From an optimization exercise on the open Yosys and OpenROAD flow, aimed at small area, a short achievable clock period and few clock cycles; shortcuts taken in it are not production practice. Function was not checked in any run shown here: the RTL went through the layout flow alone. Power figures rest on the tool's default switching activity, not on a simulated workload.

## flow/design.v (module list and top-level ports; edited modules follow where they fit)
// module exponent: 3768 lines
// module exp_fa: 4 lines
// module exp_ha: 4 lines
module exponent (clock, reset_n, enable, x, a, p, ready);
  // ...
==> flow/run.sh <==
#!/bin/bash
# synth_recipe.tcl (not shown) runs the flow's synth.tcl, then flattens the netlist and writes it again
# the make line also repeats each setting of config.mk as NAME=value (left out here)
make -C /OpenROAD-flow-scripts/flow DESIGN_CONFIG=/design/flow/config.mk WORK_HOME=/design/flow/orfs CLKGATE_MAP_FILE= SYNTH_SCRIPT=/design/flow/synth_recipe.tcl finish
==> flow/config.mk <==
export PLATFORM = sky130hd
export DESIGN_NAME = exponent
export DESIGN_NICKNAME = exponent
export VERILOG_FILES = /design/flow/design.v
export SDC_FILE = /design/flow/constraint.sdc
export NUM_CORES = 4
export LEC_CHECK = 0
export CAP_MARGIN = 20
export CORE_MARGIN = 2
export CORE_UTILIZATION = 60
export PLACE_DENSITY = 0.75
export SETUP_SLACK_MARGIN = 3.5
export SLEW_MARGIN = 20
export SYNTH_HIERARCHICAL = 1
==> flow/constraint.sdc <==
create_clock -name core_clock -period 10.0 [get_ports {clock}]
set_input_delay 2.0000 -clock core_clock [delete_from_list [all_inputs] [get_ports {clock}]]
set_output_delay 2.0000 -clock core_clock [all_outputs]
set_load 0.01 [all_outputs]
==> flow_summary.ini, run 1 <==
[die]
initial_core_util = 0.610
ios = 100

[finish]
layout_common_cells = fa_1, and2_1, nor2_1
n_sequential_cell = 96
buffers = 276
multi_input_area_share = 0.762
nonClkBufAreaFrac = 0.110
fin_area_um2 = 25500

[global_routing]
grt-ovfl-total = 0
grt_use_total = 0.400

[timing]
hold_slack_ps = 485
setup_slack_ps = 3460
setup_viol = 0
fmax_mhz = 153

[route]
wl_met2_um = 34100

[critical_path]
cp_cell_sequence = dlygate4sd2_1 -> a21oi_4 -> buf_4 -> buf_2 -> nor2_1 -> ha_1 -> fa_1 -> fa_1 -> fa_1 -> ha_1 -> nand4_1 -> nor2_1 -> nand3_2 -> a211oi_4 -> o2111ai_2 -> a31oi_4 -> a31oi_2 -> xnor2_1 -> nor2_1
crit_type = in -> reg
worst-r2r-cell-count = 18

[status]
status = complete, no violations

[yosys]
syn_area_per_cell_um2 = 10.6
synth_xor_area_frac = 0.0502
synth_common_cells = fa_1, and2_1, nor2_1, clkbuf_1, ha_1
ys.warnings.count = 7

[clocking]
cts_resized = 130
cts_htree_levels = 3

[pwr]
p_seq_frac = 0.059
ir_worst_vdd_uv = 497
p_leak_uw = 0.0123
pwr-share-comb = 0.905

[placement]
dpl.hpwl_um = 50300
place_inst = 2533
==> inputs of run 2 (changes only) <==
--- a/flow/design.v
+++ b/flow/design.v
@@ -2,16 +2,19 @@
 module exponent (clock, reset_n, enable, x, a, p, ready);
     input logic clock, reset_n, enable;
     input logic [31:0] x, a;
     output logic [31:0] p;
     output logic ready;
     logic [31:0] b;       
     logic [30:0] e;       
     logic busy;
+    logic [31:0] np, nb;
+    assign p = ~np;
+    assign b = ~nb;
     wire [31:0] s = b | (x & {32{~busy}});
     wire last = (e[30:1] == 31'd0);
     wire keep = reset_n & (busy ? ~last : (ready & enable));
     wire [31:0] sq;       
     wire [31:0] pr;       
     wire sq_1;
     wire sq_2;
     wire sq_3;
@@ -3740,35 +3743,35 @@
     assign pr[25] = pm_p0_25 ^ pm_g5_24;
     assign pr[26] = pm_p0_26 ^ pm_g5_25;
     assign pr[27] = pm_p0_27 ^ pm_g5_26;
     assign pr[28] = pm_p0_28 ^ pm_g5_27;
     assign pr[29] = pm_p0_29 ^ pm_g5_28;
     assign pr[30] = pm_p0_30 ^ pm_g5_29;
     assign pr[31] = pm_p0_31 ^ pm_g5_30;
     always @(posedge clock) begin
-        b <= sq & {32{keep}};
+        nb <= ~(sq & {32{keep}});
         e <= busy ? (e >> 1) : a[31:1];
     end
     always @(posedge clock) begin
         if (!reset_n) begin
             busy <= 1'b0;
             ready <= 1'b0;
         end else if (busy) begin
-            if (e[0]) p <= pr;
+            if (e[0]) np <= ~pr;
             if (last) begin
                 busy <= 1'b0;
                 ready <= 1'b1;
             end
         end else if (!ready) begin
             ready <= 1'b1;
         end else if (enable) begin
             ready <= 1'b0;
             busy <= 1'b1;
-            p <= a[0] ? x : 32'd1;
+            np <= ~(a[0] ? x : 32'd1);
         end
     end
 endmodule
 module exp_fa (input a, input b, input c, output s, output co);
     assign s = a ^ b ^ c;
     assign co = (a & b) | (a & c) | (b & c);
 endmodule
 module exp_ha (input a, input b, output s, output co);
==> flow/config.mk (replaced) <==
export PLATFORM = sky130hd
export DESIGN_NAME = exponent
export DESIGN_NICKNAME = exponent
export VERILOG_FILES = /design/flow/design.v
export SDC_FILE = /design/flow/constraint.sdc
export NUM_CORES = 4
export LEC_CHECK = 0
export CAP_MARGIN = 20
export CORE_MARGIN = 2
export CORE_UTILIZATION = 40
export PLACE_DENSITY = 0.6
export SETUP_SLACK_MARGIN = 3.5
export SLEW_MARGIN = 20
export SYNTH_HIERARCHICAL = 1
==> flow_summary.ini, run 2 <==
[timing]
clock-skew-final_ps = 8.07
rsz0062_at_grt = true
fin_tns_setup_ps = 0
post-route-period-util = 0.648
setup_slack_ps = 3520
slew_violations = 0
fin_crit_ps = 6480
worst_slew_pin_slew_ps = 926
hold_viol = 0
setup_viol = 0
maxSlewHeadroom = 0.382
fmax_mhz = 154

[yosys]
seq_area_frac_synth = 0.107
ys.flop_type = dfxtp_1
netlist_top_cells_area = fa_1, nor2_1, ha_1, dfxtp_1, edfxtp_1
ys_seq_elements = 96
async_reset_ff_frac = 0
ys.warnings.count = 7
syn_area_per_cell_um2 = 10.0
synth_edf_count = 32
syn-instance-count = 2093
synth_cell_type_count = 57
synth_common_cells = nor2_1, fa_1, clkbuf_1, ha_1, xnor2_1
netlist_area_um2 = 21000
yosysTopAreaCell = fa_1
synthesis.nets = 2796
synth_most_common_cell = nor2_1
synth_top_area_frac = 0.502

[finish]
reg_top3 = np (32), e (31), nb (31)
fin_area_um2 = 25100
post-route-util = 0.487
regMostFlops = np
area_delta_synth_final_pct = 19.8
final_common_cell = nor2_1
layout_common_cells = nor2_1, fa_1, buf_4
drive_gt1_frac = 0.168
n_fill_cell = 4673
largest_register_ffs = 32
final_nets = 2954
diodes = 0

[critical_path]
max_stage_delay_ps = 550
r2r_setup_slack_ps = 3660
cp_cell_sequence = dlygate4sd2_1 -> a21boi_4 -> buf_8 -> buf_12 -> nor2_1 -> fa_2 -> fa_2 -> fa_1 -> fa_2 -> ha_4 -> nand4_1 -> o211ai_1 -> buf_4 -> o211ai_1 -> buf_4 -> a21oi_4 -> o21a_1 -> nor3_1 -> nand3b_1
reg2reg_to = np[29]
cp-end-kind = flip-flop
worst_path_most_repeated_cell = fa_2
crit_slowest_cell = fa_2
crit_type = in -> reg
worstPathArrival_ps = 6720
regToRegStartpoint = nb[19]
worst-r2r-cell-count = 15
crit_path_start_kind = input pin
crit_fanout = 6
worst_ep_required_time_ps = 10240

[global_routing]
busiest_layer = met2
grt-ovfl-total = 0
met2_usage = 0.452
grt_pass1_wl_um = 116000
grt_start_max_net_pins = 37
antenna_found_initial = 2
grt_use_total = 0.289
grt_pass1_vias = 18900
gr-usage-met1 = 0.381
grt_util_met3 = 0.0740

[clocking]
cts_num_sinks = 96
cts_htree_levels = 3
insertion_delay_ps = 360
cts_made_buffers = 9
clk_pin_slew_ps = 80
holdBufCountCts = 0
clock_path_buffers = 2
cts-root-buf = clkbuf_16
cts_tree = yes

[route]
antenna_left = 0
avgRoutedWirePerCell_um = 26.7
drcViolationCount = 0
wirelength_um = 78500
first_iter_violations = 2110
vias = 17600
firstDrtPassIters = 8
via_per_inst = 6.00

[placement]
placed_area_um2 = 22700
preCtsSetupSlack_ps = 2170
place_congestion = 0.922
port-buffer-count = 99
dpl.hpwl_um = 52500

[status]
status = complete, no violations

[pwr]
power_uw = 9430
p_leak_uw = 0.0124
power_density_nw_per_um2 = 376
ir_worst_vdd_uv = 513

[die]
row_count = 83
die_h_um = 233
ios = 100
dieWidth_um = 233
core_area_um2 = 51500
dieArea_um2 = 54200
initial_core_util = 0.407

[worst_hold_path]
min_from = e[30]
whs_endpoint = e[29]
hp-class = reg -> reg
holdPathStages = 1

[flow_run]
drv_cap = 0
-- run 2: cell families (layout without fill, tap and decap cells) --
logic type | after synthesis | count (layout) | synth area share
buf+inv | 226 | 386 | 0.0407
flops | 96 | 96 | 0.107
compound gates | 199 | 200 | 0.0665
xor+xnor | 110 | 110 | 0.0492
simple gates | 796 | 798 | 0.152
mux | 30 | 30 | 0.0161
fa+ha+maj | 636 | 636 | 0.568
-- run 2: per-module statistics from Yosys (local to each module, per instance) --
| module | flops+latches | copies in the design | area, µm² | cells |
|---|---|---|---|---|
| exponent | 96 | 1 | 9870 | 1519 |
| exp_fa | 0 | 520 | 20.0 | 1 |
| exp_ha | 0 | 54 | 12.5 | 1 |
-- run 2: worst max path at each step --
| stage | from | endpoint | slack [ps] | depth (start not counted) |
|---|---|---|---|---|
| after global placement | x[18] | nb[30] | 2000 | 17 |
| after floorplan | x[18] | nb[30] | 3490 | 17 |
| final | x[12] | nb[28] | 3520 | 19 |
| after global routing | x[12] | nb[28] | 3390 | 19 |
| after CTS | x[14] | nb[23] | 3490 | 18 |
| after detailed placement | x[2] | nb[23] | 2170 | 16 |
-- run 2: layer usage --
| layer | vias up | part of all wire |
|---|---|---|
| met3 | 253 | 0.12 |
| met2 | 1331 | 0.45 |
| li1 | 6964 | - |
| met4 | 0 | 0.046 |
| met1 | 9066 | 0.38 |
| met5 | - | 0 |
-- run 2: power by group --
group / switching, µW / leakage, µW / internal, µW
clock network: 181 / 0.000155 / 192
logic: 4620 / 0.0114 / 3890
registers: 76.1 / 0.000813 / 473
total: 4870 / 0.0124 / 4560
-- run 2: timing repair --
| action | 4_1_cts | 5_1_grt |
|---|---|---|
| setup endpoints to repair | 22 | 17 |
| pin swaps | 35 | 67 |
| resized for setup | 117 | 112 |
| buffers inserted | 91 | 39 |
| endpoints found under the hold margin | 0 | 0 |
| cloned | 7 | 6 |
-- run 2: metrics by stage --
step                hold slack [ps]  instances
detailed placement              468       2777
global placement                462       2777
CTS                             486       2891
floorplan                       457       2093
global route                    504       2936
finish                          485       2936
-- run 2: worst max-delay path, delay by kind of cell --
kind / cells / cell delay, ps
adder cells (fa/ha/maj): 5 / 2190
AND/OR/NAND/NOR: 4 / 470
AO/OA/AOI/OAI: 5 / 1160
buffers and inverters: 5 / 880
-- run 2: layout make-up --
| cell class | count | area, µm² | area share |
|---|---|---|---|
| sequential | 96 | 2250 | 0.0897 |
| timing repair inverter | 1 | 5.00 | 0.000199 |
| tap | 680 | 851 | 0.0339 |
| multi-input combinational | 1774 | 18500 | 0.736 |
| inverter | 73 | 278 | 0.0111 |
| clock buffer | 10 | 250 | 0.00997 |
| clock inverter | 6 | 65.1 | 0.00259 |
| timing repair buffer | 296 | 2930 | 0.117 |

afterwards: timing with drivers on the ports:
No port has a modelled driver above. Below, the same layouts with a new extraction and two added sets of constraints. Step 1: set_driving_cell puts a clkbuf_16 on clock and a buf_2 on each other input, an assumption about the parent block. Step 2 adds t to the input delays and takes it off the output delays; t is the mean of the earliest and latest rising clock arrival at the registers after step 1. Input paths then give back, and output paths get back, about the clock's delay inside the block. a / b / c = no drivers / after step 1 / after step 2; a / b = the first two.
run	t (ns)	slack for setup (ns)	worst setup path after step 2	slew at the worst register clock pin (ns)	worst data-port slew with drivers (ns)
run 1	0.412	3.457 / 3.415 / 3.003	input to register	0.09 / 0.09	0.13
run 2	0.404	3.519 / 3.519 / 3.115	input to register	0.08 / 0.08	0.07
After both steps every run listed still meets setup and hold. For run 1, which loses most, drivers alone change the setup slack by -0.042 ns; drivers and shift together by -0.454 ns.
